Source: an optimization exercise on an open RTL-to-GDS flow (aim: small area and a short achievable clock period). Production flows keep margins and buffers that such runs may drop. RTL that was checked went through simulation tests only; none was proved equivalent to the original. Power and IR drop assume default switching activity.

Design topmodule, start of the top module:
module topmodule (input clk, input reset,
	output [31:0] imem_addr, input [31:0] imem_data,
	output rf_r_we, output [2:0] rf_r_addr, output [31:0] rf_r_data,
	output rf_s_we, output [2:0] rf_s_addr, output [31:0] rf_s_data,
	output dm_we, output [3:0] dm_addr, output [7:0] dm_wdata,
	output [31:0] epc, output [1:0] cause);
export LEC_CHECK = 0
export ABC_AREA = 1
export CAP_MARGIN = 20
export CORE_MARGIN = 2
export CORE_UTILIZATION = 40
export SETUP_SLACK_MARGIN = 3.5
export SLEW_MARGIN = 20
create_clock -name core_clock -period 6.5 [get_ports {clk}]
standard.sh (not shown) runs the stock make flow with config.mk's settings and CLKGATE_MAP_FILE= SYNTH_SCRIPT=/design/flow/synth_recipe.tcl, a recipe that flattens the netlist after the stock synthesis.
==> flow/flow/run.sh <==
#!/bin/bash
# Own layout flow: the standard flow (standard.sh) with two layout changes: the port
# buffers are sky130_fd_sc_hd__buf_2 cells instead of the delay cells buffer_ports picks by
# default, and the clock tree uses larger sink clusters and no dummy loads. The synthesis is
# the standard one. Each step's output goes to a log file in this folder, and ORFS keeps its
# own per-step logs under orfs/logs.
set -euo pipefail
W=$(pwd)
export BUFFER_PORTS_ARGS="-buffer_cell sky130_fd_sc_hd__buf_2"
export CTS_ARGS="-sink_clustering_enable -repair_clock_nets -dont_use_dummy_load -sink_clustering_size 24 -sink_clustering_max_diameter 100"
bash standard.sh synth > $W/flow_synth.log 2>&1
bash standard.sh > $W/flow_layout.log 2>&1
Rerun with:
--- a/flow/design.v
+++ b/flow/design.v
@@ -25,15 +25,16 @@
 	reg         mem_rwe, mem_ld, mem_st;
 	reg  [3:0]  mem_addr;
 	reg  [7:0]  mem_sdat;
 	reg  [31:0] wb_alu;
 	reg  [7:0]  wb_mem;
 	reg  [2:0]  wb_rd, wb_sd;
 	reg         wb_rwe, wb_swe;
-	reg  [31:2] epc_q;
+	reg  [31:2] epc_a, epc_b;        
+	reg         epc_s;
 	reg  [1:0]  cause_q;
 	reg  [31:0] rf1, rf2, rf3, rf4, rf5, rf6, rf7;
 	reg  [7:0]  dm0, dm1, dm2, dm3, dm4, dm5, dm6, dm7, dm8, dm9, dm10, dm11, dm12, dm13, dm14, dm15;
 	wire [31:2] pc = pct ? 30'h3fff : pcb;
 	wire [4:0] sop  = ir[31:27];
 	wire [4:0] rop  = ir[15:11];
 	wire [4:0] func = ir[10:6];
@@ -168,18 +169,21 @@
 		if (reset) begin
 			wb_rwe <= 1'b0; wb_swe <= 1'b0;
 		end else begin
 			wb_rwe <= mem_rwe; wb_swe <= mem_ld;
 		end
 		wb_alu <= mem_alu; wb_mem <= memout; wb_rd <= mem_rd; wb_sd <= mem_sd;
 		if (reset) begin
-			epc_q <= 30'd0; cause_q <= 2'b00;
-		end else if (trap) begin
-			epc_q <= ex_pc; cause_q <= exc ? 2'b01 : 2'b10;
-		end
+			epc_a <= 30'd0; epc_b <= 30'd0; epc_s <= 1'b0;
+		end else begin
+			if (epc_s) epc_a <= ex_pc; else epc_b <= ex_pc;
+			epc_s <= epc_s ^ trap;
+		end
+		if (reset) cause_q <= 2'b00;
+		else if (trap) cause_q <= exc ? 2'b01 : 2'b10;
 	end
 	wire [7:1] hit_r, hit_s, w_r, w_s, keep;
 	generate for (gi = 1; gi < 8; gi = gi + 1) begin : rfc
 		assign hit_r[gi] = wb_rwe & (wb_rd == gi);
 		assign hit_s[gi] = wb_swe & (wb_sd == gi);
 		assign w_r[gi]   = ~reset & hit_r[gi];
 		assign w_s[gi]   = ~reset & ~hit_r[gi] & hit_s[gi];
@@ -224,10 +228,10 @@
 	assign rf_r_data = wb_alu;
 	assign rf_s_we   = wb_swe;
 	assign rf_s_addr = wb_sd;
 	assign rf_s_data = {24'd0, wb_mem};
 	assign dm_we     = mem_st;
 	assign dm_addr   = mem_addr;
 	assign dm_wdata  = mem_sdat;
-	assign epc       = {epc_q, 2'b00};
+	assign epc       = {epc_s ? epc_b : epc_a, 2'b00};
 	assign cause     = cause_q;
 endmodule
Global-route usage rises by 0.36 points.
Non-clock buffer count fell by 14.
Total power climbs by 4.7%.
Design area goes up by 2.6%.
Critical path depth falls by 4.
Via count increases by 1.8%.
Fmax came out higher by 5.1%.
Setup slack gets better by 150 ps.
Routed wire length came out higher by 2.9%.
Cell count increases by 2.1%.
Worst hold slack got worse by 6.7 ps.
For the first run of this note, only the layout was checked, not whether the RTL still works.

==> port drivers added, routing unchanged <==
In the flow no input, the clock included, has a driving cell. The finished layouts below were timed again as built, in two steps. Step 1 sets driving cells, clkbuf_16 on the clock port and buf_2 on the other inputs (assumed; they add their load-dependent delay and slew). Step 2 moves the port delays by t, midway between the first and last clock arrival at a register: inputs arrive t later, outputs are due t later. That takes back most of the time a late clock gives input paths. Three values: ideal ports, drivers, drivers and shift; two values: the first two.
| run | shift t [ns] | slack for setup (ns) | hold WS [ns] | clock arrival spread, ns |
|---|---|---|---|---|
| the first run | 0.666 | 3.422 / 3.468 / 2.802 | 0.307 / 0.307 / 0.307 | 0.109 / 0.108 |
| the second run | 0.650 | 3.570 / 3.504 / 2.957 | 0.300 / 0.300 / 0.300 | 0.117 / 0.117 |
After both steps every run listed still meets setup and hold. For the first run, which loses most, drivers alone change the setup slack by +0.046 ns; drivers and shift together by -0.620 ns.
